From an optimization exercise on the open Yosys and OpenROAD flow, aimed at small area and a short achievable clock period; shortcuts taken in it are not production practice. At most, simulation tests tie the RTL to the original design; equivalence was not proved. For run 6, only the layout was checked, not whether the RTL still works. Power figures rest on the tool's default switching activity, not on a simulated workload.

==> flow/design.v, too long to show whole: its modules and the start of the top module <==
// module mul_s1: 605 lines
// module mul_s2: 378 lines
// module booth8_enc: 62 lines
// module FLP_multiplier_4: 46 lines
module FLP_multiplier_4(
    input [31:0] A,
    input [31:0] B,
    input rst,
    input clk,
    output [31:0] result
);
  // ...
==> flow/flow/run.sh <==
#!/bin/bash
set -o pipefail
bash standard.sh ADDER_MAP_FILE= "BUFFER_PORTS_ARGS=-buffer_cell sky130_fd_sc_hd__buf_2" finish > flow_make.log 2>&1
==> flow/standard.sh <==
#!/bin/bash
# synth_recipe.tcl (not shown) runs the flow's synth.tcl, then flattens the netlist and writes it again
# the make line also repeats each setting of config.mk as NAME=value (left out here)
make -C /OpenROAD-flow-scripts/flow DESIGN_CONFIG=/design/flow/config.mk WORK_HOME=/design/flow/orfs CLKGATE_MAP_FILE= SYNTH_SCRIPT=/design/flow/synth_recipe.tcl "${@:-finish}"
==> flow/config.mk <==
export PLATFORM = sky130hd
export DESIGN_NAME = FLP_multiplier_4
export DESIGN_NICKNAME = FLP_multiplier_4
export VERILOG_FILES = /design/flow/design.v
export SDC_FILE = /design/flow/constraint.sdc
export NUM_CORES = 4
export LEC_CHECK = 0
export CAP_MARGIN = 20
export CORE_MARGIN = 2
export CORE_UTILIZATION = 40
export CTS_BUF_LIST = sky130_fd_sc_hd__clkbuf_4 sky130_fd_sc_hd__clkbuf_8
export SETUP_SLACK_MARGIN = 3.5
export SLEW_MARGIN = 20
==> flow/constraint.sdc <==
create_clock -name core_clock -period 7.0 [get_ports {clk}]
set_input_delay 1.4000 -clock core_clock [delete_from_list [all_inputs] [get_ports {clk}]]
set_output_delay 1.4000 -clock core_clock [all_outputs]
set_load 0.01 [all_outputs]
==> summary.md, run 1 <==
| Metric | Value |
|---|---|
| Run status | complete, no violations |
| Most common cell in the netlist | xnor2_1 |
| Top Consumer | combinational logic |
| Met3 track utilization from global routing | 4.47% |
| Worst setup EP type | flop |
| Multi-input combinational cell count | between 2000 and 2500 |
| Number of cells on the worst hold path | 0 |
| Data arrival time of the worst path | ~3900 ps |
| Required time of the critical path | roughly 7500 ps |
| Post-route setup TNS | 0 ps |
| Minimum clock period | around 3400 ps |
| Count of filler cells inserted in the layout | roughly 5300 |
| Count of antenna-violating nets left after detailed routing | 0 |
| First-pass detailed-route iteration total | 6 |
| Number of tap cells added at floorplan | ~690 |
| Final standard cell area without fillers | about 23000 µm² |
| Die width | 234 µm |
| Final Wtd Congestion | around 0.94 |
| Type of the worst setup path | flop to flop |
| Synth Warn # | 1 |
| Clock network latency to the later pin of the worst-skew pair | between 600 and 700 ps |
| Final Hold Viols | 0 |
| Buf+Inv Stages, Crit Path | 0 |
| Post-CTS Repair Setup Buffers | 1 |
| Headroom to the max-slew limit | 45.0% |
| Routed vias/inst | just over 6 |
| Largest net degree at the start of global routing | 49 |
| Switching share of power | approximately 49% |
| Main area contributors after synthesis | xnor2_1 (22%), dfxtp_1 (20%), a221oi_1 (6.6%) |
| Combinational cell fraction of total power | between 70% and 80% |
| Final clock skew | ~68 ps |
| Chain of cells forming the critical path | a22oi_1, nand2_1, xnor2_1, nor3_1, nand2_1, maj3_1, a221oi_1, a31oi_1, o221ai_2, or3b_1, a211oi_1 |
| Post-DR wirelength/cell | between 20 and 25 µm |
| Metal-1 WL | about 29 mm |
| Violation count after the first detailed-route iteration | 2058 |
==> run 2, diff against run 1 <==
==> flow/flow/run.sh (replaced) <==
#!/bin/bash
set -o pipefail
bash standard.sh ADDER_MAP_FILE= SYNTH_ARGS=-noabc "BUFFER_PORTS_ARGS=-buffer_cell sky130_fd_sc_hd__buf_2" finish > flow_make.log 2>&1
--- a/flow/config.mk
+++ b/flow/config.mk
@@ -11,3 +11,3 @@
 export CTS_BUF_LIST = sky130_fd_sc_hd__clkbuf_4 sky130_fd_sc_hd__clkbuf_8
-export SETUP_SLACK_MARGIN = 3.5
+export SETUP_SLACK_MARGIN = 4.0
 export SLEW_MARGIN = 20
==> summary.md, run 2 <==
| Metric | Value |
|---|---|
| Maxcap violations | 0 (unchanged) |
| Largest family of logic cells by synthesized area | XOR/XNOR gates (unchanged) |
| Non-filler instance count after layout | 3481 (was 3326) |
| FF-to-FF Start | z2[22] (was a3_1[2]) |
| Clock buffer count from CTS | 38 (was 40) |
| Final clock skew | 15.3 ps (was 68.1 ps) |
| Synthesized-area fraction occupied by ao, oa, aoi and oai cells | 27.2% (was 26.9%) |
| First-pass detailed-route iteration total | 9 (was 6) |
| Std cell rows | 84 (unchanged) |
| Worst reg-to-reg setup slack | 3860 ps (was 3590 ps) |
| Yosys cell types | 86 (was 83) |
| Count of antenna-violating nets left after detailed routing | 0 (unchanged) |
| Average instance area after synthesis | 7.96 µm² (was 7.95 µm²) |
| Most used flip-flop cell after synthesis | dfxtp_1 (unchanged) |
| #FFs+latches synth | 209 (unchanged) |
| Number of global-route vias before repair | 19584 (was 19006) |
| Worst setup EP type | flop (unchanged) |
| Worst reg-to-reg path cell count | 12 (was 11) |
| Fraction of synthesis flops using an asynchronous set or reset pin | 0% (unchanged) |
| Largest fanout on the critical path | 7 (was 8) |
| Setup violation total in the final timing report | 0 (unchanged) |
| HPWL after DPL | 46.3 mm (was 48.0 mm) |
| Number of top-level design ports | 98 (unchanged) |
| Antenna violations before repair | 2 (was 1) |
| Die Area | 54600 µm² (about the same) |
| Commonest cells after routing, fill and taps aside | xnor2_1 (449), nor2_1 (162), nand2_1 (159) (was xnor2_1 (524), nand2_1 (177), dfxtp_1 (172)) |
| Share of synthesized cell area in full adder, half adder and majority cells | 5.84% (was 6.31%) |
| Synthesized area | 21100 µm² (about the same) |
| Clk buf depth | 3 (unchanged) |
| Maximum clock frequency | 0.319 GHz (was 0.293 GHz) |
| Fraction of the mapped netlist area in simple logic gates | 12.0% (was 11.9%) |
| Clock network latency to the later pin of the worst-skew pair | 600 ps (was 620 ps) |
| Critical Path Source Type | flop (unchanged) |
| Post-synth top area cell | xnor2_1 (unchanged) |
| Count of placed standard cells including taps | 3247 (was 3245) |
| Final Wtd Congestion | 0.917 (was 0.939) |
| All-layer global routing usage | 25.1% (was 25.0%) |
| Headroom to the max-slew limit | 37.8% (was 45.0%) |
| Largest voltage drop on the vdd net | 0.237 mV (was 0.209 mV) |
| Initial Util | 40.3% (about the same) |
| Count of nets after finishing | 2832 (was 2672) |
| Root buf cell | clkbuf_8 (unchanged) |
| Most frequent cells after synthesis | xnor2_1 (507), dfxtp_1 (209), clkbuf_1 (181), nor2_1 (181), nand2_1 (166) (was xnor2_1 (531), dfxtp_1 (209), nand2_1 (177)) |
| Quantity of I/O buffers inserted on ports | 96 (unchanged) |
| Global route overflow | 0 (unchanged) |
| CORE AREA | 52300 µm² (unchanged) |
| Number of synthesized flops with an enable pin | 0 (unchanged) |
| Number of sinks handled by clock tree synthesis | 209 (unchanged) |
| Setup repair after global routing missed its margin | yes (unchanged) |
| Post-synthesis share of cell area spent on xor and xnor gates | 28.5% (was 28.3%) |
| Registers with the most flip-flops | z2 x71, dg1 x39, r3 x32 (unchanged) |
| H-tree depth reported by CTS | 2 (unchanged) |
| Hold-critical path endpoint | e2[4] (was e2[1]) |
| Via count | 21167 (was 20149) |
| Post-route setup TNS | 0 ps (unchanged) |
| Type of the most critical hold path | flop to flop (unchanged) |
| Actual slew at the worst max-slew pin | 930 ps (was 822 ps) |
| Reg-to-Reg End | r3[27] (was c2) |
| Data arrival time of the worst path | 3620 ps (was 3880 ps) |
| Commonest non-fill, non-tap cell in the layout | xnor2_1 (unchanged) |
| Register bank with the most flops | z2 (unchanged) |
| Power Total | 13.9 mW (was 12.3 mW) |
| Violation count after the first detailed-route iteration | 1993 (was 2058) |
| DRC errors left | 0 (unchanged) |
| Cell count after synthesis | 2652 (was 2654) |
| Share of cells above drive strength 1 | 28.9% (was 12.3%) |
| Type of the worst setup path | flop to flop (unchanged) |
| Main area contributors after synthesis | xnor2_1 (21%), dfxtp_1 (20%), a221oi_1 (6.8%) (was xnor2_1 (22%), dfxtp_1 (20%), a221oi_1 (6.6%)) |
| Clock transition at the registers of the reported paths | 60 ps (about the same) |
| Most common cell in the netlist | xnor2_1 (unchanged) |
| Synth Warn # | 1 (unchanged) |
| Final Hold Viols | 0 (unchanged) |
| Max Slew Vio Count | 0 (unchanged) |
| Areal power density over the cells | 511 nW/µm² (was 534 nW/µm²) |
| Minimum clock period | 3140 ps (was 3410 ps) |
| Clock tree from TritonCTS | done (unchanged) |
| Total nets after synthesis | 2718 (was 2720) |
| Max FFs per register | 71 (unchanged) |
| Routed vias/inst | 6.08 (was 6.06) |
| Height of the die | 234 µm (about the same) |
| Fraction of synthesized area in multiplexers | 1.16% (was 1.02%) |
| Final clock period utilization by the worst path | 44.8% (was 48.7%) |
| Run status | complete, no violations (unchanged) |
| Die width | 234 µm (about the same) |
| Largest net degree at the start of global routing | 32 (was 49) |
| Final core utilization | 51.8% (was 44.1%) |
| Register area share after synthesis | 19.8% (about the same) |
| First-pass GRT wire length | 109 mm (was 108 mm) |
| Min-delay src | e1[4] (was e1[1]) |
| Area share of the largest cell type after synthesis | 21.0% (was 22.1%) |
| Number of cells on the worst hold path | 0 (unchanged) |
| Area added between synthesis and finish | 28.6% (was 9.49%) |
| Reported leakage power | 10.0 nW (was 8.21 nW) |
| Post-DR wirelength/cell | 21.5 µm (was 21.0 µm) |
| Hold-fix buffers at CTS | 0 (unchanged) |
| Final wirelength | 74.9 mm (was 69.8 mm) |
| Required time of the critical path | 7480 ps (was 7470 ps) |
-- run 2: timing repair --
item                                    4_1_cts  5_1_grt
pin swaps                                    51      132
endpoints found under the setup margin       78       74
setup buffers                                58       85
gates cloned                                 10       14
resized for setup                           242      350
-- run 2: through the flow --
stage / setup slack [ps] / hold WS (ps) / cell area, µm²
after floorplan: 3460 / 310 / 21300
after global placement: 3130 / 310 / 22000
after detailed placement: 3060 / 312 / 22000
after CTS: 3840 / 326 / 24600
after global routing: 3730 / 331 / 27100
final: 3860 / 326 / 27100
-- run 2: worst max-delay path, cell delays in order, from the launching register on --
cell and delay (ps):
dfxtp_4 360, xnor2_4 180, mux2_4 320, a21o_1 180, a31o_1 200, a211o_1 320, o2bb2ai_4 190, a311oi_4 350
mux2i_4 340, buf_12 150, and2_4 180, nand4_1 120, xnor2_1 140
-- run 2: worst max path at each step --
stage | from | to | slack [ps] | cells past startpoint
6_report | z2[22] | r3[27] | 3860 | 12
5_1_grt | z2[45] | r3[30] | 3730 | 12
4_1_cts | z2[22] | r3[27] | 3840 | 12
3_5_place_dp | z2[57] | r3[30] | 3060 | 12
3_3_place_gp | z2[20] | r3[30] | 3130 | 12
2_1_floorplan | A[1] | a3_1[21] | 3460 | 11
-- run 2: where the power goes --
part	switching (mW)	internal, mW
combinational	5.51	4.84
sequential	0.583	1.70
clock	0.512	0.721
total	6.60	7.27
-- run 2: cells by family after synthesis --
group                      count (synthesis)
adders and majority gates                123
and+or+nand+nor                          547
muxes                                     24
buffers and inverters                    291
AOI/OAI and AO/OA                        781
xor gates and xnor gates                 677
DFF                                      209
-- run 2: layout make-up --
type | instances | area, µm²
Fill cell | 4841 | 25200
Multi-Input combinational cell | 2152 | 17700
Sequential cell | 209 | 4350
Timing Repair Buffer | 327 | 3250
Tap cell | 688 | 861
Clock buffer | 57 | 709
Inverter | 38 | 160
Clock inverter | 9 | 106
Antenna cell | 1 | 2.50
-- run 2: per-layer routing --
metal	GRT usage (%)	vias to the layer above	share of wire, %
met5	0.368	-	0.017
met3	6.40	358	11
li1	-	9775	-
met1	31.9	9852	40
met4	13.8	2	5.9
met2	38.5	1180	44
==> run 3, diff against run 2 <==
--- a/flow/config.mk
+++ b/flow/config.mk
@@ -11,3 +11,3 @@
 export CTS_BUF_LIST = sky130_fd_sc_hd__clkbuf_4 sky130_fd_sc_hd__clkbuf_8
-export SETUP_SLACK_MARGIN = 4.0
+export SETUP_SLACK_MARGIN = 3.85
 export SLEW_MARGIN = 20
==> summary.md, run 3 <==
| Metric | Value |
|---|---|
| Run status | complete, no violations (unchanged) |
| Area of all sequential standard cells | 4270 µm² (was 4350 µm²) |
| Most used flip-flop cell after synthesis | dfxtp_1 (unchanged) |
| Violation count after the first detailed-route iteration | 1931 (was 1993) |
| Commonest non-fill, non-tap cell in the layout | xnor2_1 (unchanged) |
| Number of cells on the worst hold path | 0 (unchanged) |
| Routed vias/inst | 6.00 (was 6.08) |
| Number of sinks handled by clock tree synthesis | 209 (unchanged) |
| Average instance area after synthesis | 7.96 µm² (unchanged) |
| Most frequent cells after synthesis | xnor2_1 (507), dfxtp_1 (209), clkbuf_1 (181), nor2_1 (181), nand2_1 (166) (unchanged) |
| Worst reg-to-reg setup slack | 3830 ps (was 3860 ps) |
| Final clock skew | 38.8 ps (was 15.3 ps) |
| Type of the most critical hold path | flop to flop (unchanged) |
| Reported leakage power | 8.84 nW (was 10.0 nW) |
| Commonest cells after routing, fill and taps aside | xnor2_1 (478), nor2_1 (172), nand2_1 (164) (was xnor2_1 (449), nor2_1 (162), nand2_1 (159)) |
| Min-delay src | sg2 (was e1[4]) |
| Share of cells above drive strength 1 | 19.2% (was 28.9%) |
| Std cell rows | 84 (unchanged) |
| Total area of multi-input combinational cells | 16800 µm² (was 17700 µm²) |
| Final clock period utilization by the worst path | 45.2% (was 44.8%) |
| Height of the die | 234 µm (unchanged) |
| Actual slew at the worst max-slew pin | 812 ps (was 930 ps) |
| Final Hold Viols | 0 (unchanged) |
| Die Area | 54600 µm² (unchanged) |
| Cell count after synthesis | 2652 (unchanged) |
| Via count | 20200 (was 21167) |
| Post-DR wirelength/cell | 20.3 µm (was 21.5 µm) |
| Area share of the largest cell type after synthesis | 21.0% (unchanged) |
| Clk buf depth | 3 (unchanged) |
| Initial Util | 40.3% (unchanged) |
| Maximum clock frequency | 0.316 GHz (was 0.319 GHz) |
| FF-to-FF Start | z2[23] (was z2[22]) |
| Headroom to the max-slew limit | 45.6% (was 37.8%) |
| Minimum clock period | 3170 ps (was 3140 ps) |
| Synthesized area | 21100 µm² (unchanged) |
| Number of top-level design ports | 98 (unchanged) |
| Final wirelength | 68.2 mm (was 74.9 mm) |
| Post-synth top area cell | xnor2_1 (unchanged) |
| Yosys cell types | 86 (unchanged) |
| Count of nets after finishing | 2715 (was 2832) |
| Worst setup EP type | flop (unchanged) |
| Hold-critical path endpoint | r3[31] (was e2[4]) |
| Largest net degree at the start of global routing | 32 (unchanged) |
| #FFs+latches synth | 209 (unchanged) |
| First-pass detailed-route iteration total | 8 (was 9) |
| Registers with the most flip-flops | z2 x71, dg1 x39, r3 x32 (unchanged) |
| Required time of the critical path | 7520 ps (was 7480 ps) |
| DRC errors left | 0 (unchanged) |
| Data arrival time of the worst path | 3690 ps (was 3620 ps) |
| Number of synthesized flops with an enable pin | 0 (unchanged) |
| Clock network latency to the later pin of the worst-skew pair | 610 ps (was 600 ps) |
| First-pass GRT wire length | 105 mm (was 109 mm) |
| Quantity of I/O buffers inserted on ports | 96 (unchanged) |
| Hold-fix buffers at CTS | 0 (unchanged) |
| Max Slew Vio Count | 0 (unchanged) |
| Total nets after synthesis | 2718 (unchanged) |
| Global route overflow | 0 (unchanged) |
| Areal power density over the cells | 530 nW/µm² (was 511 nW/µm²) |
| Setup repair after global routing missed its margin | yes (unchanged) |
| Most common cell in the netlist | xnor2_1 (unchanged) |
| Maxcap violations | 0 (unchanged) |
| Number of global-route vias before repair | 18965 (was 19584) |
| Worst reg-to-reg path cell count | 12 (unchanged) |
| Root buf cell | clkbuf_8 (unchanged) |
| Register area share after synthesis | 19.8% (unchanged) |
| Count of filler cells inserted in the layout | 5096 (was 4841) |
| Largest fanout on the critical path | 5 (was 7) |
| HPWL after DPL | 46.1 mm (was 46.3 mm) |
| H-tree depth reported by CTS | 2 (unchanged) |
| Max FFs per register | 71 (unchanged) |
| Clock buffer count from CTS | 40 (was 38) |
| Synth Warn # | 1 (unchanged) |
| Setup violation total in the final timing report | 0 (unchanged) |
| Count of antenna-violating nets left after detailed routing | 0 (unchanged) |
| All-layer global routing usage | 24.2% (was 25.1%) |
| Register bank with the most flops | z2 (unchanged) |
| Reg-to-Reg End | r3[14] (was r3[27]) |
| Area added between synthesis and finish | 16.7% (was 28.6%) |
| Largest voltage drop on the vdd net | 0.210 mV (was 0.237 mV) |
| Final Wtd Congestion | 0.941 (was 0.917) |
| Main area contributors after synthesis | xnor2_1 (21%), dfxtp_1 (20%), a221oi_1 (6.8%) (unchanged) |
| Critical Path Source Type | flop (unchanged) |
| Clock tree from TritonCTS | done (unchanged) |
| Type of the worst setup path | flop to flop (unchanged) |
| Antenna violations before repair | 2 (unchanged) |
| Die width | 234 µm (unchanged) |
| Worst hold slack across all endpoints | 324 ps (was 326 ps) |
| Clock transition at the registers of the reported paths | 60 ps (about the same) |
| Post-route setup TNS | 0 ps (unchanged) |
| CORE AREA | 52300 µm² (unchanged) |
| Fraction of synthesis flops using an asynchronous set or reset pin | 0% (unchanged) |
[run 3: cell counts after synthesis]
Identical to the previous run, type by type.
[run 3: logic make-up (layout without fill, tap and decap cells)]
logic type / after synthesis / in the layout / synth area share [%]
flip-flops: 209 / 209 / 19.8
multiplexers: 24 / 24 / 1.16
buffers and inverters: 291 / 316 / 5.44
AND/OR/NAND/NOR: 547 / 547 / 12.0
AO/OA/AOI/OAI: 781 / 781 / 27.2
other: 0 / 2 / 0
XOR/XNOR: 677 / 677 / 28.5
adder cells (fa/ha/maj): 123 / 123 / 5.84
[run 3: worst max path at each step]
stage / start / to / slack (ps) / cells after the start
after global routing: z2[19] / r3[0] / 3750 / 11
after floorplan: A[1] / a3_1[21] / 3460 / 11
after detailed placement: z2[22] / r3[30] / 2990 / 12
after CTS: z2[26] / r3[0] / 3750 / 11
after global placement: z2[22] / r3[30] / 3030 / 12
final: z2[23] / r3[14] / 3830 / 12
[run 3: power by group]
| part | switching [mW] | internal, mW | leakage [nW] |
|---|---|---|---|
| logic | 5.12 | 4.38 | 6.62 |
| registers | 0.567 | 1.70 | 1.76 |
| clock network | 0.535 | 0.761 | 0.462 |
[run 3: repair_timing]
| action | 4_1_cts | 5_1_grt |
|---|---|---|
| resized for setup | 107 | 200 |
| pin swaps | 15 | 40 |
| buffers inserted | 23 | 20 |
| endpoints found under the setup margin | 63 | 58 |
| gates cloned | 3 | 2 |
[run 3: routing by layer]
metal / vias up / routed length [µm] / global-route usage [%] / part of all wire [%]
met4: 2 / 3200 / 11.5 / 4.7
met2: 1039 / 30300 / 38.1 / 45
li1: 9523 / - / - / -
met3: 239 / 5930 / 4.90 / 8.7
met5: - / 13 / 0 / 0.019
met1: 9397 / 28700 / 31.4 / 42
[run 3: layout make-up]
cell class | instances | area share, %
well taps | 688 | 3.50
multi-input cells | 2152 | 68.1
inverters | 38 | 0.645
diodes | 2 | 0.0203
flip-flops and latches | 209 | 17.3
clock buffers | 59 | 3.04
clock inverters | 11 | 0.473
repair buffers | 208 | 6.90
[run 3: worst max-delay path, stage by stage (launching register included)]
cell and delay (ps):
dfxtp_4 370, xnor2_4 170, mux2_4 320, a21o_1 180
a31o_1 190, a211o_1 340, buf_6 150, a31o_1 230
maj3_2 350, a22oi_2 360, o21ai_2 120, xor2_1 160
o21ai_1 160
[run 3: per-stage QoR]
step	cell area, µm²	power [mW]	cells	setup WS (ps)	util [%]
2_1_floorplan	21200	8.95	2652	3460	-
5_1_grt	24600	14.1	3367	3750	47.0
6_report	24600	13.1	3367	3830	47.0
4_1_cts	23600	12.5	3343	3750	45.1
3_5_place_dp	22000	10.6	3247	2990	42.1
3_3_place_gp	22000	10.5	3247	3030	42.1
==> run 4, diff against run 3 <==
--- a/flow/config.mk
+++ b/flow/config.mk
@@ -11,3 +11,3 @@
 export CTS_BUF_LIST = sky130_fd_sc_hd__clkbuf_4 sky130_fd_sc_hd__clkbuf_8
-export SETUP_SLACK_MARGIN = 3.85
+export SETUP_SLACK_MARGIN = 3.5
 export SLEW_MARGIN = 20
==> summary.md, run 4 <==
| Metric | Value |
|---|---|
| Run status | complete, no violations (unchanged) |
| Post-DP Area | 22000 µm² (about the same) |
| Commonest non-fill, non-tap cell in the layout | xnor2_1 (unchanged) |
| Worst reg-to-reg path cell count | 10 (was 12) |
| Maximum clock frequency | 0.301 GHz (was 0.316 GHz) |
| Global route overflow | 0 (unchanged) |
| Areal power density over the cells | 521 nW/µm² (was 530 nW/µm²) |
| Yosys cell types | 86 (unchanged) |
| Type of the worst setup path | flop to flop (unchanged) |
| CORE AREA | 52300 µm² (unchanged) |
| Final wirelength | 64.8 mm (was 68.2 mm) |
| Area share of the largest cell type after synthesis | 21.0% (unchanged) |
| Via count | 19732 (was 20200) |
| Largest net degree at the start of global routing | 40 (was 32) |
| First-pass GRT wire length | 102 mm (was 105 mm) |
| Routed vias/inst | 5.95 (was 6.00) |
| Part of the power in registers | 18.1% (was 17.3%) |
| Most common cell in the netlist | xnor2_1 (unchanged) |
| Critical Path Source Type | flop (unchanged) |
| Met2 track demand over resource in global routing | 35.4% (was 38.1%) |
| Commonest cells after routing, fill and taps aside | xnor2_1 (500), dfxtp_1 (196), nor2_1 (177) (was xnor2_1 (478), nor2_1 (172), nand2_1 (164)) |
| Hold-fix buffers at CTS | 0 (unchanged) |
| Main area contributors after synthesis | xnor2_1 (21%), dfxtp_1 (20%), a221oi_1 (6.8%) (unchanged) |
| Maxcap violations | 0 (unchanged) |
| Root buf cell | clkbuf_8 (unchanged) |
| Die Area | 54600 µm² (unchanged) |
| Initial Util | 40.3% (unchanged) |
| Synthesized area | 21100 µm² (unchanged) |
| Fraction of synthesis flops using an asynchronous set or reset pin | 0% (unchanged) |
| Registers with the most flip-flops | z2 x71, dg1 x39, r3 x32 (unchanged) |
| Largest voltage drop on the vdd net | 0.182 mV (was 0.210 mV) |
| Die width | 234 µm (unchanged) |
| Clock network latency to the later pin of the worst-skew pair | 610 ps (about the same) |
| Minimum clock period | 3330 ps (was 3170 ps) |
| Average instance area after synthesis | 7.96 µm² (unchanged) |
| Clk buf depth | 3 (unchanged) |
| Worst reg-to-reg setup slack | 3670 ps (was 3830 ps) |
| Register area share after synthesis | 19.8% (unchanged) |
| Net load switching power | 5.80 mW (was 6.22 mW) |
| #FFs+latches synth | 209 (unchanged) |
| Most frequent cells after synthesis | xnor2_1 (507), dfxtp_1 (209), clkbuf_1 (181), nor2_1 (181), nand2_1 (166) (unchanged) |
| Area added between synthesis and finish | 9.48% (was 16.7%) |
| Share of synthesized cell area in full adder, half adder and majority cells | 5.84% (unchanged) |
| Number of global-route vias before repair | 18201 (was 18965) |
| Number of top-level design ports | 98 (unchanged) |
| Antenna Diode Count | 0 (was 2) |
| Count of filler cells inserted in the layout | 5278 (was 5096) |
| Worst setup EP type | flop (unchanged) |
| Clock transition at the registers of the reported paths | 60 ps (about the same) |
| Area of all sequential standard cells | 4200 µm² (was 4270 µm²) |
| Final Hold Viols | 0 (unchanged) |
| Count of antenna-violating nets left after detailed routing | 0 (unchanged) |
| Met1 Resource Use GR | 31.1% (was 31.4%) |
| Combinational cell fraction of total power | 71.8% (was 72.7%) |
| FF-to-FF Start | a1[21] (was z2[23]) |
| Post-synth top area cell | xnor2_1 (unchanged) |
| Max Slew Vio Count | 0 (unchanged) |
| Synthesized-area fraction occupied by ao, oa, aoi and oai cells | 27.2% (unchanged) |
| Count of placed standard cells including taps | 3245 (was 3247) |
| Final Wtd Congestion | 0.929 (was 0.941) |
| Count of nets after finishing | 2669 (was 2715) |
| Setup violation total in the final timing report | 0 (unchanged) |
| All-layer global routing usage | 23.2% (was 24.2%) |
| Final clock skew | 56.0 ps (was 38.8 ps) |
| Largest family of logic cells by synthesized area | XOR/XNOR gates (unchanged) |
| H-tree depth reported by CTS | 2 (unchanged) |
| Hold-critical path endpoint | e2[6] (was r3[31]) |
| Post-synthesis share of cell area spent on xor and xnor gates | 28.5% (unchanged) |
| Internal power | 6.22 mW (was 6.84 mW) |
| Share of cells above drive strength 1 | 12.3% (was 19.2%) |
| Global-route layer with the greatest usage | met2 (unchanged) |
| Number of cells on the worst hold path | 0 (unchanged) |
| Height of the die | 234 µm (unchanged) |
| Total area of multi-input combinational cells | 16100 µm² (was 16800 µm²) |
| Post-DR wirelength/cell | 19.5 µm (was 20.3 µm) |
| Std cell rows | 84 (unchanged) |
| Type of the most critical hold path | flop to flop (unchanged) |
| Register bank with the most flops | z2 (unchanged) |
| Total nets after synthesis | 2718 (unchanged) |
| Min-delay src | e1[6] (was sg2) |
| Non-filler instance count after layout | 3318 (was 3367) |
| Largest fanout on the critical path | 26 (was 5) |
| Fraction of the mapped netlist area in simple logic gates | 12.0% (unchanged) |
| Headroom to the max-slew limit | 35.2% (was 45.6%) |
| HPWL after DPL | 45.8 mm (was 46.1 mm) |
| DRC errors left | 0 (unchanged) |
| Final standard cell area without fillers | 23100 µm² (was 24600 µm²) |
| Cell count after synthesis | 2652 (unchanged) |
| Reported leakage power | 8.17 nW (was 8.84 nW) |
| Clock tree from TritonCTS | done (unchanged) |
| Final clock period utilization by the worst path | 47.5% (was 45.2%) |
| Actual slew at the worst max-slew pin | 970 ps (was 812 ps) |
| Antenna violations before repair | 1 (was 2) |
| Quantity of I/O buffers inserted on ports | 96 (unchanged) |
| Proportion of power drawn by the clock network | 10.1% (was 9.9%) |
| Number of sinks handled by clock tree synthesis | 209 (unchanged) |
| Reg-to-Reg End | z2[29] (was r3[14]) |
| Setup repair after global routing missed its margin | yes (unchanged) |
| Met3 track utilization from global routing | 5.25% (was 4.90%) |
| Clock buffer count from CTS | 37 (was 40) |
| Post-route setup TNS | 0 ps (unchanged) |
| Number of synthesized flops with an enable pin | 0 (unchanged) |
| Max FFs per register | 71 (unchanged) |
| Required time of the critical path | 7440 ps (was 7520 ps) |
| Switching share of power | 48.2% (was 47.6%) |
| Most used flip-flop cell after synthesis | dfxtp_1 (unchanged) |
| Data arrival time of the worst path | 3770 ps (was 3690 ps) |
| First-pass detailed-route iteration total | 7 (was 8) |
| Fraction of synthesized area in multiplexers | 1.16% (unchanged) |
| Synth Warn # | 1 (unchanged) |
| Violation count after the first detailed-route iteration | 1783 (was 1931) |
==> run 4: cell counts after synthesis <==
No cell type changed its count.
==> run 4: worst max-delay path by stage <==
stage | start | to | slack (ps) | depth (start not counted)
6_report | a1[21] | z2[29] | 3670 | 10
3_3_place_gp | A[1] | a3_1[22] | 3080 | 12
5_1_grt | z2[45] | r3[0] | 3480 | 11
4_1_cts | z2[45] | r3[0] | 3460 | 11
2_1_floorplan | A[1] | a3_1[21] | 3460 | 11
3_5_place_dp | A[1] | a3_1[22] | 3020 | 12
==> run 4: per-stage QoR <==
step,total power [mW],util [%],setup slack [ps],hold slack [ps]
floorplan,8.94,-,3460,310
global placement,10.5,42.0,3080,310
detailed placement,10.6,42.0,3020,313
CTS,11.9,43.6,3460,328
global route,13.1,44.1,3480,329
finish,12.0,44.1,3670,325
==> run 4: kinds of logic after synthesis <==
kind of cell             count (synthesis)
AO/OA/AOI/OAI                          781
adder cells (fa/ha/maj)                123
AND/OR/NAND/NOR                        547
multiplexers                            24
flip-flops                             209
buffers and inverters                  291
XOR/XNOR                               677
==> run 4: power by group through the flow <==
| stage | Sequential (mW) | Clock, mW | Combinational [mW] |
|---|---|---|---|
| 3_3_place_gp | 2.13 | 0 | 8.33 |
| 3_5_place_dp | 2.14 | 0 | 8.46 |
| 6_report | 2.18 | 1.22 | 8.63 |
| 2_1_floorplan | 1.89 | 0 | 7.05 |
| 5_1_grt | 2.24 | 1.31 | 9.58 |
| 4_1_cts | 2.12 | 1.27 | 8.50 |
==> run 4: worst max-delay path, cell delays in order (launching register included) <==
cell and delay, ps:
dfxtp_1 290, buf_4 240, a22o_1 260, a221oi_1 270, xnor2_1 150, xor2_1 180
xnor2_1 440, a21oi_1 190, maj3_1 420, maj3_1 400, maj3_1 340
==> run 4: layout make-up <==
class                   count  share of cell area (%)
repair buffers            165                    4.44
multi-input cells        2152                    69.5
clock buffers              56                    3.01
flip-flops and latches    209                    18.2
inverters                  38                   0.639
clock inverters            10                   0.466
well taps                 688                    3.73
==> run 4: per-layer routing <==
metal / vias to the layer above / part of all wire (%)
li1: 9438 / -
met1: 9113 / 44
met2: 951 / 43
met3: 228 / 9.0
met4: 2 / 4.5
met5: - / 0.020
==> run 4: repair_timing <==
item                       4_1_cts  5_1_grt
resized for setup                9       50
buffers inserted                 0        7
setup endpoints to repair       37       38
pin swaps                        1        6
==> run 5, diff against run 4 <==
--- a/flow/config.mk
+++ b/flow/config.mk
@@ -11,3 +11,3 @@
 export CTS_BUF_LIST = sky130_fd_sc_hd__clkbuf_4 sky130_fd_sc_hd__clkbuf_8
-export SETUP_SLACK_MARGIN = 3.5
+export SETUP_SLACK_MARGIN = 3.75
 export SLEW_MARGIN = 20
==> summary.md, run 5 <==
| Metric | Value |
|---|---|
| Required time of the critical path | 7470 ps (was 7440 ps) |
| Global route overflow | 0 (unchanged) |
| Combinational cell fraction of total power | 72.2% (was 71.8%) |
| Number of synthesized flops with an enable pin | 0 (unchanged) |
| Post-DP Area | 22000 µm² (about the same) |
| Yosys cell types | 86 (unchanged) |
| Clock buffer count from CTS | 38 (was 37) |
| Max FFs per register | 71 (unchanged) |
| Registers with the most flip-flops | z2 x71, dg1 x39, r3 x32 (unchanged) |
| Number of global-route vias before repair | 18763 (was 18201) |
| Reported leakage power | 8.44 nW (was 8.17 nW) |
| Die width | 234 µm (unchanged) |
| Maxcap violations | 0 (unchanged) |
| Quantity of I/O buffers inserted on ports | 96 (unchanged) |
| H-tree depth reported by CTS | 2 (unchanged) |
| Number of sinks handled by clock tree synthesis | 209 (unchanged) |
| All-layer global routing usage | 23.8% (was 23.2%) |
| Type of the most critical hold path | flop to flop (unchanged) |
| Max Slew Vio Count | 0 (unchanged) |
| Via count | 19959 (was 19732) |
| Commonest cells after routing, fill and taps aside | xnor2_1 (491), dfxtp_1 (181), nor2_1 (176) (was xnor2_1 (500), dfxtp_1 (196), nor2_1 (177)) |
| Data arrival time of the worst path | 3660 ps (was 3770 ps) |
| Largest net degree at the start of global routing | 32 (was 40) |
| Setup violation total in the final timing report | 0 (unchanged) |
| Std cell rows | 84 (unchanged) |
| Largest fanout on the critical path | 8 (was 26) |
| Register area share after synthesis | 19.8% (unchanged) |
| Worst setup EP type | flop (unchanged) |
| Count of nets after finishing | 2685 (was 2669) |
| Final standard cell area without fillers | 23800 µm² (was 23100 µm²) |
| Number of top-level design ports | 98 (unchanged) |
| Clock tree from TritonCTS | done (unchanged) |
| Power Total | 12.4 mW (was 12.0 mW) |
| Setup repair after global routing missed its margin | yes (unchanged) |
| Largest voltage drop on the vdd net | 0.219 mV (was 0.182 mV) |
| Final clock skew | 32.8 ps (was 56.0 ps) |
| Final wirelength | 67.5 mm (was 64.8 mm) |
| Most used flip-flop cell after synthesis | dfxtp_1 (unchanged) |
| Proportion of power drawn by the clock network | 9.8% (was 10.1%) |
| Antenna Diode Count | 0 (unchanged) |
| Clock network latency to the later pin of the worst-skew pair | 580 ps (was 610 ps) |
| Minimum clock period | 3190 ps (was 3330 ps) |
| Clock transition at the registers of the reported paths | 50 ps (was 60 ps) |
| Cell count after synthesis | 2652 (unchanged) |
| Headroom to the max-slew limit | 37.7% (was 35.2%) |
| Routed vias/inst | 6.00 (was 5.95) |
| Final clock period utilization by the worst path | 45.6% (was 47.5%) |
| Commonest non-fill, non-tap cell in the layout | xnor2_1 (unchanged) |
| Clk buf depth | 3 (unchanged) |
| Post-DR wirelength/cell | 20.3 µm (was 19.5 µm) |
| Synth Warn # | 1 (unchanged) |
| Kind of cell adding the most delay to the critical path | compound AO/OA/AOI/OAI gates (was adder cells) |
| Worst-path cell with the longest stage delay | mux2i_4 (was xnor2_1) |
| Setup slack after layout | 3810 ps (was 3670 ps) |
| Chain of cells forming the critical path | nor2_4, a211oi_1, maj3_1, o22ai_2, o221a_2, a21boi_2, a311oi_4, mux2i_4, and2_4, nand4_1, xnor2_1 (was buf_4, a22o_1, a221oi_1, xnor2_1, xor2_1, xnor2_1, a21oi_1, maj3_1, maj3_1, maj3_1) |
| Beginning of the critical path | z2[44] (was a1[21]) |
| Die Area | 54600 µm² (unchanged) |
| Most common cell in the netlist | xnor2_1 (unchanged) |
| Biggest cell delay along the critical path | 420 ps (was 440 ps) |
| Worst hold slack across all endpoints | 324 ps (was 325 ps) |
| Critical Path Sink | r3[27] (was z2[29]) |
| Reg-to-Reg End | r3[27] (was z2[29]) |
| Final core utilization | 45.5% (was 44.1%) |
| First-pass detailed-route iteration total | 6 (was 7) |
| Part of the power in registers | 18.0% (was 18.1%) |
| Net load switching power | 5.95 mW (was 5.80 mW) |
| Fraction of synthesis flops using an asynchronous set or reset pin | 0% (unchanged) |
| Post-synth top area cell | xnor2_1 (unchanged) |
| Main area contributors after synthesis | xnor2_1 (21%), dfxtp_1 (20%), a221oi_1 (6.8%) (unchanged) |
| Actual slew at the worst max-slew pin | 928 ps (was 970 ps) |
| Count of antenna-violating nets left after detailed routing | 0 (unchanged) |
| Height of the die | 234 µm (unchanged) |
| Maximum clock frequency | 0.313 GHz (was 0.301 GHz) |
| Antenna violations before repair | 1 (unchanged) |
| Worst Setup Slack post-DPL | 2740 ps (was 3020 ps) |
| Final Hold Viols | 0 (unchanged) |
| Areal power density over the cells | 520 nW/µm² (was 521 nW/µm²) |
| Type of the worst setup path | flop to flop (unchanged) |
| Buf+Inv Stages, Crit Path | 0 (was 1) |
| Internal power | 6.42 mW (was 6.22 mW) |
| Count of placed standard cells including taps | 3245 (unchanged) |
| Hold-fix buffers at CTS | 0 (unchanged) |
| Worst reg-to-reg path cell count | 11 (was 10) |
| Switching share of power | 48.1% (was 48.2%) |
| Register bank with the most flops | z2 (unchanged) |
| Synthesized area | 21100 µm² (unchanged) |
| Root buf cell | clkbuf_8 (unchanged) |
| Crit path depth | 11 (was 10) |
| Share of cells above drive strength 1 | 14.7% (was 12.3%) |
| Area share of the largest cell type after synthesis | 21.0% (unchanged) |
| Total nets after synthesis | 2718 (unchanged) |
| Worst reg-to-reg setup slack | 3810 ps (was 3670 ps) |
| #FFs+latches synth | 209 (unchanged) |
| Most frequent cells after synthesis | xnor2_1 (507), dfxtp_1 (209), clkbuf_1 (181), nor2_1 (181), nand2_1 (166) (unchanged) |
| FF-to-FF Start | z2[44] (was a1[21]) |
| Initial Util | 40.3% (unchanged) |
| Post-route setup TNS | 0 ps (unchanged) |
| Area added between synthesis and finish | 12.8% (was 9.48%) |
| Non-filler instance count after layout | 3328 (was 3318) |
| Violation count after the first detailed-route iteration | 2008 (was 1783) |
| First-pass GRT wire length | 104 mm (was 102 mm) |
| Run status | complete, no violations (unchanged) |
| Final Wtd Congestion | 0.933 (was 0.929) |
| Average instance area after synthesis | 7.96 µm² (unchanged) |
| Critical Path Source Type | flop (unchanged) |
| DRC errors left | 0 (unchanged) |
| CORE AREA | 52300 µm² (unchanged) |
| HPWL after DPL | 46.3 mm (was 45.8 mm) |
## run 5: cell counts after synthesis
Identical to the previous run, type by type.
## run 5: kinds of logic after synthesis
family	after synthesis	synth area share (%)
compound gates	781	27.2
xor+xnor	677	28.5
simple gates	547	12.0
buf+inv	291	5.44
flops	209	19.8
fa+ha+maj	123	5.84
mux	24	1.16
## run 5: how the worst min path moves through the flow
stage / cells after the start / start / end / slack [ps]
2_1_floorplan: 0 / e1[0] / e2[0] / 310
3_3_place_gp: 0 / s1 / sg2 / 310
5_1_grt: 0 / s1 / sg2 / 340
6_report: 0 / e1[2] / e2[2] / 320
3_5_place_dp: 0 / e1[5] / e2[5] / 310
4_1_cts: 0 / e1[5] / e2[5] / 330
## run 5: repair_timing
item,in CTS,in global routing
endpoints found under the hold margin,0,0
cloned,1,2
buffers inserted,5,14
pin swaps,6,17
setup endpoints to repair,53,51
gates resized for setup,77,101
## run 5: worst reg2reg max path: cells and delay by family (launching register included)
| kind | cells | cell delay (ps) |
|---|---|---|
| adder cells (fa/ha/maj) | 1 | 370 |
| AO/OA/AOI/OAI | 5 | 1090 |
| XOR/XNOR | 1 | 140 |
| flip-flops | 1 | 410 |
| AND/OR/NAND/NOR | 3 | 640 |
| multiplexers | 1 | 420 |
## run 5: layout make-up
| cell class | count | area (µm²) |
|---|---|---|
| repair buffers | 179 | 1340 |
| clock buffers | 50 | 651 |
| clock inverters | 11 | 140 |
| inverters | 38 | 153 |
| well taps | 688 | 861 |
| multi-input cells | 2153 | 16400 |
| fillers | 5151 | 28500 |
| flip-flops and latches | 209 | 4220 |
## run 5: routing by layer
layer / part of all wire, % / global-route usage, %
met5: 0.019 / 0
met4: 4.6 / 10.7
met3: 9.0 / 5.11
met2: 44 / 37.5
met1: 43 / 31.2
## run 5: power by group through the flow
| stage | clock (mW) | sequential (mW) | combinational, mW |
|---|---|---|---|
| floorplan | 0 | 1.89 | 7.05 |
| global placement | 0 | 2.14 | 8.35 |
| detailed placement | 0 | 2.15 | 8.47 |
| CTS | 1.26 | 2.17 | 8.68 |
| global route | 1.30 | 2.28 | 9.89 |
| finish | 1.21 | 2.23 | 8.94 |
==> module FLP_multiplier_4, before the edit <==
module FLP_multiplier_4(
    input [31:0] A,
    input [31:0] B,
    input rst,
    input clk,
    output [31:0] result
);
    reg [22:0] a1, b1;
    reg s1;
    reg [7:0] e1;
    wire [7:0] e0 = A[30:23] + B[30:23] + 8'd129;    
    always @(posedge clk) begin
        a1 <= A[22:0];
        b1 <= B[22:0];
        e1 <= e0;
        s1 <= A[31] ^ B[31];
    end
    wire [25:0] a3_0 = {2'b01, A[22:0]} + {1'b1, A[22:0], 1'b0};
    reg [25:0] a3_1;
    always @(posedge clk) a3_1 <= a3_0;
    wire [39:0] dg0;
    booth8_enc enc(.b(B[22:0]), .dg(dg0));
    reg [39:0] dg1;
    always @(posedge clk) dg1 <= dg0;
    wire [71:0] z;
    wire zc;
    mul_s1 st1(.a(a1), .a3(a3_1), .dg(dg1), .z(z), .cout(zc));
    reg [71:0] z2;
    reg c2;
    reg [7:0] e2;
    reg sg2;
    always @(posedge clk) begin
        z2 <= z;
        c2 <= zc;
        e2 <= e1;
        sg2 <= s1;
    end
    wire hi;
    wire [22:0] m, ml, mh;
    mul_s2 st2(.z(z2), .cin(c2), .hi(hi), .ml(ml), .mh(mh), .m(m));
    wire [7:0] e2i = e2 + 8'd1;
    wire [7:0] e = hi ? e2i : e2;
    reg [31:0] r3;
    always @(posedge clk) r3 <= {sg2, e, m};
    assign result = r3;
endmodule
==> run 6, diff against run 5 <==
--- a/flow/design.v
+++ b/flow/design.v
@@ -1086,6 +1086,14 @@
     wire [7:0] e2i = e2 + 8'd1;
-    wire [7:0] e = hi ? e2i : e2;
-    reg [31:0] r3;
-    always @(posedge clk) r3 <= {sg2, e, m};
-    assign result = r3;
+    reg [22:0] ml3, mh3;
+    reg [7:0] e3;
+    reg hi3, sg3;
+    always @(posedge clk) begin
+        ml3 <= ml;
+        mh3 <= mh;
+        e3 <= e2;
+        hi3 <= hi;
+        sg3 <= sg2;
+    end
+    wire [7:0] e3i = e3 + 8'd1;
+    assign result = {sg3, hi3 ? e3i : e3, hi3 ? mh3 : ml3};
 endmodule
==> summary.md, run 6 <==
| Metric | Value |
|---|---|
| Maxcap violations | 0 (unchanged) |
| Areal power density over the cells | 522 nW/µm² (was 520 nW/µm²) |
| Antenna violations before repair | 1 (unchanged) |
| Buf+Inv Stages, Crit Path | 2 (was 0) |
| Commonest cells after routing, fill and taps aside | xnor2_1 (500), dfxtp_1 (205), a22o_1 (158) (was xnor2_1 (491), dfxtp_1 (181), nor2_1 (176)) |
| Post-DP Area | 23000 µm² (was 22000 µm²) |
| First-pass GRT wire length | 105 mm (was 104 mm) |
| CORE AREA | 55200 µm² (was 52300 µm²) |
| Combinational cell fraction of total power | 70.1% (was 72.2%) |
| Yosys cell types | 105 (was 86) |
| Die width | 241 µm (was 234 µm) |
| Non-filler instance count after layout | 3365 (was 3328) |
| Clk buf depth | 3 (unchanged) |
| Clock network latency to the later pin of the worst-skew pair | 600 ps (was 580 ps) |
| Number of sinks handled by clock tree synthesis | 233 (was 209) |
| Quantity of I/O buffers inserted on ports | 96 (unchanged) |
| Total nets after synthesis | 2703 (was 2718) |
| Worst reg-to-reg setup slack | 3740 ps (was 3810 ps) |
| Setup repair after global routing missed its margin | yes (unchanged) |
| Number of top-level design ports | 98 (unchanged) |
| Largest voltage drop on the vdd net | 0.233 mV (was 0.219 mV) |
| Count of antenna-violating nets left after detailed routing | 0 (unchanged) |
| Reported leakage power | 8.70 nW (was 8.44 nW) |
| Count of nets after finishing | 2657 (was 2685) |
| Setup slack after layout | 3740 ps (was 3810 ps) |
| Min-delay src | sg2 (was e1[2]) |
| Worst Setup Slack post-DPL | 3270 ps (was 2740 ps) |
| Height of the die | 241 µm (was 234 µm) |
| Fraction of synthesis flops using an asynchronous set or reset pin | 0% (unchanged) |
| Main area contributors after synthesis | dfxtp_1 (21%), xnor2_1 (20%), a22o_1 (6.2%) (was xnor2_1 (21%), dfxtp_1 (20%), a221oi_1 (6.8%)) |
| Number of cells on the worst hold path | 0 (unchanged) |
| Synth Warn # | 1 (unchanged) |
| Area added between synthesis and finish | 8.62% (was 12.8%) |
| Final clock period utilization by the worst path | 46.6% (was 45.6%) |
| Violation count after the first detailed-route iteration | 2079 (was 2008) |
| Minimum clock period | 3260 ps (was 3190 ps) |
| Clock buffer count from CTS | 41 (was 38) |
| Cell count after synthesis | 2637 (was 2652) |
| Die Area | 57900 µm² (was 54600 µm²) |
| Clock tree from TritonCTS | done (unchanged) |
| Post-DR wirelength/cell | 20.1 µm (was 20.3 µm) |
| Synthesized area | 22400 µm² (was 21100 µm²) |
| First-pass detailed-route iteration total | 7 (was 6) |
| Largest fanout on the critical path | 26 (was 8) |
| Count of filler cells inserted in the layout | 5480 (was 5151) |
| Share of cells above drive strength 1 | 16.8% (was 14.7%) |
| Hold-critical path endpoint | sg3 (was e2[2]) |
| Most frequent cells after synthesis | xnor2_1 (505), dfxtp_1 (233), a22o_1 (158) (was xnor2_1 (507), dfxtp_1 (209), clkbuf_1 (181), nor2_1 (181), nand2_1 (166)) |
| Proportion of power drawn by the clock network | 10.3% (was 9.8%) |
| DRC errors left | 0 (unchanged) |
| Switching share of power | 47.0% (was 48.1%) |
| All-layer global routing usage | 22.7% (was 23.8%) |
| Run status | complete, no violations (unchanged) |
| Final standard cell area without fillers | 24300 µm² (was 23800 µm²) |
| Worst setup EP type | flop (unchanged) |
| Data arrival time of the worst path | 3740 ps (was 3660 ps) |
| Global route overflow | 0 (unchanged) |
| Average instance area after synthesis | 8.49 µm² (was 7.96 µm²) |
| Kind of cell adding the most delay to the critical path | compound AO/OA/AOI/OAI gates (unchanged) |
| Most used flip-flop cell after synthesis | dfxtp_1 (unchanged) |
| Max Slew Vio Count | 0 (unchanged) |
| Type of the worst setup path | flop to flop (unchanged) |
| Commonest non-fill, non-tap cell in the layout | xnor2_1 (unchanged) |
| Largest net degree at the start of global routing | 32 (unchanged) |
| Hold-fix buffers at CTS | 0 (unchanged) |
| Area share of the largest cell type after synthesis | 20.8% (was 21.0%) |
| Final Hold Viols | 0 (unchanged) |
| Clock transition at the registers of the reported paths | 60 ps (was 50 ps) |
| Max FFs per register | 71 (unchanged) |
| Std cell rows | 86 (was 84) |
| Worst-path cell with the longest stage delay | or3_1 (was mux2i_4) |
| Area of all sequential standard cells | 4710 µm² (was 4220 µm²) |
| Number of synthesized flops with an enable pin | 0 (unchanged) |
| FF-to-FF Start | a1[3] (was z2[44]) |
| Register bank with the most flops | z2 (unchanged) |
| Routed vias/inst | 5.94 (was 6.00) |
| Biggest cell delay along the critical path | 370 ps (was 420 ps) |
| Net load switching power | 5.97 mW (was 5.95 mW) |
| Post-route setup TNS | 0 ps (unchanged) |
| Required time of the critical path | 7480 ps (was 7470 ps) |
| Via count | 19978 (was 19959) |
| Internal power | 6.72 mW (was 6.42 mW) |
| Actual slew at the worst max-slew pin | 1110 ps (was 928 ps) |
| Root buf cell | clkbuf_8 (unchanged) |
| #FFs+latches synth | 233 (was 209) |
| Final wirelength | 67.5 mm (about the same) |
| Post-synth top area cell | dfxtp_1 (was xnor2_1) |
| Most common cell in the netlist | xnor2_1 (unchanged) |
| Chain of cells forming the critical path | buf_4, a22oi_1, a21o_1, and2_0, a222oi_1, buf_4, and2b_1, a211oi_2, a2111oi_4, a2111oi_4, a221oi_1, or3_1 (was nor2_4, a211oi_1, maj3_1, o22ai_2, o221a_2, a21boi_2, a311oi_4, mux2i_4, and2_4, nand4_1, xnor2_1) |
| Total area of multi-input combinational cells | 16600 µm² (was 16400 µm²) |
| Maximum clock frequency | 0.306 GHz (was 0.313 GHz) |
| Register area share after synthesis | 20.8% (was 19.8%) |
| Registers with the most flip-flops | z2 x71, dg1 x39, a3_1 x25 (was z2 x71, dg1 x39, r3 x32) |
| HPWL after DPL | 46.8 mm (was 46.3 mm) |
| Part of the power in registers | 19.6% (was 18.0%) |
| Worst reg-to-reg path cell count | 12 (was 11) |
| Setup violation total in the final timing report | 0 (unchanged) |
| Number of global-route vias before repair | 18708 (was 18763) |
| Type of the most critical hold path | flop to flop (unchanged) |
| Count of placed standard cells including taps | 3283 (was 3245) |
| Final clock skew | 23.5 ps (was 32.8 ps) |
| Headroom to the max-slew limit | 26.0% (was 37.7%) |
| Reg-to-Reg End | c2 (was r3[27]) |
| H-tree depth reported by CTS | 2 (unchanged) |
| Initial Util | 40.6% (was 40.3%) |
| Final Wtd Congestion | 0.916 (was 0.933) |
| Critical Path Source Type | flop (unchanged) |
## run 6: changes by cell type after synthesis, moves of 27 or more
cell and change:
a221oi_1 -28, a221oi_2 +27, nor2_1 -36, maj3_2 +33, clkbuf_1 -106, a21oi_1 -31, buf_2 +98
## run 6: cell families after synthesis
family,share of synthesized area [%]
AOI/OAI and AO/OA,26.0
xor gates and xnor gates,27.6
and+or+nand+nor,10.9
buffers and inverters,6.50
DFF,20.8
adders and majority gates,6.36
muxes,1.72
## run 6: final cells by class
class                   instances  share of cell area (%)
repair buffers                159                    4.23
clock inverters                11                   0.494
multi-input cells            2102                    68.2
inverters                      54                   0.844
diodes                          1                  0.0103
flip-flops and latches        233                    19.4
clock buffers                  57                    3.04
well taps                     748                    3.85
## run 6: timing repair
item,in CTS,in global routing
gates cloned,1,0
gates resized for setup,37,56
setup endpoints to repair,41,52
setup buffers,8,4
pin swaps,5,11
## run 6: stage by stage
stage	utilization [%]	power, mW	hold slack [ps]
after detailed placement	41.6	11.0	312
after floorplan	-	9.33	310
after global routing	44.1	13.7	329
after CTS	43.6	12.6	325
after global placement	41.6	10.9	310
final	44.1	12.7	324
## run 6: how the worst max path moves through the flow
stage / start / to / slack, ps / depth (start not counted)
after detailed placement: dg1[3] / c2 / 3270 / 9
after CTS: a1[6] / c2 / 3580 / 10
after floorplan: A[24] / e1[7] / 3650 / 8
after global routing: a1[3] / c2 / 3610 / 12
final: a1[3] / c2 / 3740 / 12
after global placement: dg1[3] / c2 / 3310 / 10
## run 6: power by group through the flow
| stage | combinational [mW] | sequential [mW] | clock [mW] |
|---|---|---|---|
| floorplan | 7.25 | 2.08 | 0 |
| global placement | 8.42 | 2.44 | 0 |
| detailed placement | 8.57 | 2.45 | 0 |
| CTS | 8.77 | 2.45 | 1.36 |
| global route | 9.77 | 2.55 | 1.42 |
| finish | 8.90 | 2.49 | 1.31 |
## run 6: routing by layer
metal  track usage, %  up-vias  wire (µm)
li1                 -     9426          -
met1             29.1     9409      28600
met2             36.6      923      30500
met3             4.48      220       5560
met4             10.4        0       2920
met5                0        -          0

static timing again, ports no longer ideal:
No port has a modelled driver above. Below, the same layouts with a new extraction and two added sets of constraints.
Step 1: set_driving_cell puts a clkbuf_16 on clk and a buf_2 on each other input, an assumption about the parent block.
Step 2 moves the port delays by t, midway between the first and last clock arrival at a register: inputs arrive t later, outputs are due t later. That takes back most of the time a late clock gives input paths.
Slacks: ideal ports / drivers / drivers and shift; pairs: ideal ports / drivers.
run | t (ns) | setup WS [ns] | clock arrival spread, ns | slew at the worst register clock pin (ns)
run 1 | 0.646 | 3.590 / 3.590 / 3.300 | 0.074 / 0.074 | 0.07 / 0.07
run 2 | 0.649 | 3.865 / 3.865 / 3.241 | 0.015 / 0.015 | 0.06 / 0.06
run 3 | 0.651 | 3.833 / 3.833 / 3.212 | 0.039 / 0.039 | 0.08 / 0.08
run 4 | 0.635 | 3.673 / 3.673 / 3.101 | 0.057 / 0.057 | 0.08 / 0.08
run 5 | 0.623 | 3.810 / 3.810 / 3.264 | 0.033 / 0.033 | 0.06 / 0.06
run 6 | 0.643 | 3.737 / 3.713 / 3.390 | 0.023 / 0.023 | 0.07 / 0.07
After both steps setup and hold are still met in every run listed. For run 2, which loses most, drivers alone change the setup slack by 0.000 ns; drivers and shift together by -0.624 ns.
